From an optimization exercise on the open Yosys and OpenROAD flow, aimed at small area; shortcuts taken in it are not production practice.
In this exercise RTL edits were held to simulation tests only and were not proved equivalent to the original.
The clock input has no modelled driver; a real chip could not lean on it and would need a root buffer or a full tree.
Power is estimated from default activity; no workload was simulated.

==> flow/design.v (excerpt) <==
module PadServo (
    input  clk_i,
    input  rst_i,
    output dclock_o,
    output dlatch_o,
    input  sdata_i,
    output srv_o
);
For scale: roughly 340 cells after synthesis.
Settings: LEC_CHECK=0, CAP_MARGIN=20, CORE_MARGIN=2, CORE_UTILIZATION=55, GPL_TIMING_DRIVEN=0, SLEW_MARGIN=20; clock period 10.0 ns.
standard.sh (not shown) runs the stock make flow with config.mk's settings and CLKGATE_MAP_FILE= SYNTH_SCRIPT=/design/flow/synth_recipe.tcl, a recipe that flattens the netlist after the stock synthesis.
==> flow/flow/run.sh <==
#!/bin/bash
# Own layout flow: the standard flow (standard.sh) with these changes:
#  - synthesis maps the logic with area-oriented ABC scripts and keeps the
#    smallest mapping, and skips the half/full-adder cell extraction so that
#    ABC sees all of the logic (flow/synth_abc.tcl, flow/abc_scripts.txt);
#    everything that creates or maps registers is the standard synthesis
#    unchanged, so every register keeps its name and cell;
#  - the clock tree is one level of four clock buffers, one per quarter of
#    the registers (flow/pre_cts.tcl); a clock buffer whose registers would
#    see a slow clock edge is then upsized (flow/post_cts.tcl);
#  - the port buffers are the smallest buffer cell.
# The make output is kept in flow_make.log in the work folder; ORFS keeps each
# tool's log under orfs/logs/.
set -euo pipefail
W="$(cd "$(dirname "$0")/.." && pwd)"
F="$W/flow"
{
  echo "set ::area_abc_dir {$F}"
  echo "source {$F/synth_abc.tcl}"
  cat "$W/synth_recipe.tcl"
} > "$W/area_synth.tcl"
sed -e "s#SYNTH_SCRIPT=[^ ]*#SYNTH_SCRIPT=$W/area_synth.tcl 'PRE_CTS_TCL=$F/pre_cts.tcl' 'POST_CTS_TCL=$F/post_cts.tcl' 'BUFFER_PORTS_ARGS=-buffer_cell sky130_fd_sc_hd__buf_1'#" "$W/standard.sh" > "$W/area_standard.sh"
cd "$W"
bash "$W/area_standard.sh" > "$W/flow_make.log" 2>&1
Other scripts of this flow, unchanged in this note and not shown: flow/flow/abc_scripts.txt, flow/flow/post_cts.tcl, flow/flow/pre_cts.tcl, flow/flow/synth_abc.tcl
Rerun with:
- CORE_UTILIZATION: 55 -> 40
- GPL_TIMING_DRIVEN: 0 -> unset
Total power stays flat.
Combinational power is about the same.
Cell area goes up by 0.77%.
Wire length goes up by 6.1%.
Die area goes up by 35%.
Setup slack gains 110 ps.
Area after synthesis does not change.
Worst hold slack loses 15 ps.
Core utilization goes down by 17 points.
Rerun with:
- CORE_UTILIZATION: 40 -> 70
- GPL_TIMING_DRIVEN: unset -> 0
The new run produced a clean layout.
Via count goes up by 1.8%.
Die area goes down by 41%.
Hold slack improves by 3.4 ps.
Global-route usage goes up by 9.5 points.
Clock power is about the same.
Synthesized cell count is unchanged.
Rerun with:
- CORE_UTILIZATION: 70 -> 40
Outcome:
- design area rises slightly
- global-route usage falls by 10 points
- register-to-register slack gets worse by 70 ps
- clock power barely changes
- die area rises by well over a third
- worst setup slack gets worse by 73 ps
- total power rises slightly
- sequential power stays flat
- wire length rises by a few percent
- synthesized area is unchanged
- via count falls by a few percent
In every run of this note, the design's own scripts or RTL, not TritonCTS, make the clock network.

PadServo, a different RTL version from the one above (not shown whole).
For scale: roughly 370 cells after synthesis, roughly 72 flip-flops, ~0.0031 mm² of cells after synthesis.
==> flow/config.mk <==
export PLATFORM = sky130hd
export DESIGN_NAME = PadServo
export DESIGN_NICKNAME = PadServo
export VERILOG_FILES = /design/flow/design.v
export SDC_FILE = /design/flow/constraint.sdc
export NUM_CORES = 4
export LEC_CHECK = 0
export CAP_MARGIN = 20
export CORE_MARGIN = 2
export CORE_UTILIZATION = 40
export SLEW_MARGIN = 20
==> flow/constraint.sdc <==
create_clock -name core_clock -period 10.0 [get_ports {clk_i}]
set_input_delay 2.0000 -clock core_clock [delete_from_list [all_inputs] [get_ports {clk_i}]]
set_output_delay 2.0000 -clock core_clock [all_outputs]
set_load 0.01 [all_outputs]
==> flow/flow/run.sh <==
#!/bin/bash
# Own layout flow: the standard flow (standard.sh), with two changes:
#  - synthesis maps the logic with an area-oriented ABC script (flow/area.abc)
#    instead of the delay-oriented one; everything before ABC (and so every
#    register, its name and its cell) is the standard synthesis unchanged;
#  - clock tree synthesis uses smaller buffers and no dummy loads (flow/cts_args).
# Each tool's output is kept in flow_*.log in the work folder.
set -euo pipefail
W="$(cd "$(dirname "$0")/.." && pwd)"
F="$W/flow"
{
cat <<EOT
proc abc {args} {
  set i [lsearch -exact \$args -script]
  if {\$i >= 0} { set args [lreplace \$args [expr {\$i+1}] [expr {\$i+1}] {$F/area.abc}] }
  set j [lsearch -exact \$args -D]
  if {\$j >= 0} { set args [lreplace \$args \$j [expr {\$j+1}]] }
  yosys abc {*}\$args
}
EOT
cat "$W/synth_recipe.tcl"
} > "$W/area_synth.tcl"
CTS_ARGS="$(cat "$F/cts_args")"
sed -e "s#SYNTH_SCRIPT=[^ ]*#SYNTH_SCRIPT=$W/area_synth.tcl 'CTS_ARGS=$CTS_ARGS'#" "$W/standard.sh" > "$W/area_standard.sh"
cd "$W"
bash "$W/area_standard.sh" > "$W/flow_make.log" 2>&1
==> flow/flow/area.abc <==
strash; dc2; dch -f; amap; topo
==> flow/flow/cts_args <==
-sink_clustering_enable -repair_clock_nets -dont_use_dummy_load -sink_clustering_size 100 -sink_clustering_max_diameter 500 -buf_list sky130_fd_sc_hd__clkbuf_16
The first run finished clean.
Rerun with:
==> flow/flow/cts_args (replaced) <==
-sink_clustering_enable -repair_clock_nets -dont_use_dummy_load -buf_list sky130_fd_sc_hd__clkbuf_4
The changed run passed the timing, DRC and antenna checks. Count of clock-buffer cells in the layout is unchanged. Register-to-register slack stays flat. Setup slack hardly moves. Final area went down by 4.6%. First-iteration DRC count falls by 29%.

[what the ideal ports hide]
The results above use ideal ports. As a check the final layouts listed here were re-extracted and re-timed, cells and wires unchanged. Step 1 (the two cells are an assumption about what drives the block):
set clk [get_ports {clk_i}]
set_driving_cell -lib_cell sky130_fd_sc_hd__clkbuf_16 $clk
set_driving_cell -lib_cell sky130_fd_sc_hd__buf_2 [delete_from_list [all_inputs] $clk]
Step 2 adds t to the input delays and takes it off the output delays; t is the mean of the earliest and latest rising clock arrival at the registers after step 1. Input paths then give back, and output paths get back, about the clock's delay inside the block. Slacks: ideal ports / drivers / drivers and shift; pairs: ideal ports / drivers.
| run | t, ns | slack for setup (ns) | worst hold slack (ns) | worst setup path after step 2 | slew at the worst register clock pin (ns) |
|---|---|---|---|---|---|
| the first run of note 1 | 0.211 | 4.122 / 4.122 / 4.122 | 0.355 / 0.355 / 0.355 | register to register | 0.11 / 0.11 |
| the second run of note 1 | 0.221 | 4.234 / 4.234 / 4.234 | 0.340 / 0.340 / 0.340 | register to register | 0.11 / 0.11 |
| the third run of note 1 | 0.213 | 4.106 / 4.106 / 4.106 | 0.344 / 0.343 / 0.343 | register to register | 0.11 / 0.11 |
| the fourth run of note 1 | 0.221 | 4.033 / 4.033 / 4.033 | 0.341 / 0.341 / 0.341 | register to register | 0.11 / 0.11 |
| the first run of note 2 | 0.349 | 4.053 / 4.053 / 4.053 | 0.355 / 0.355 / 0.355 | register to register | 0.06 / 0.06 |
| the second run of note 2 | 0.416 | 4.056 / 4.056 / 4.056 | 0.338 / 0.338 / 0.338 | register to register | 0.11 / 0.11 |
After both steps every run listed still meets setup and hold.
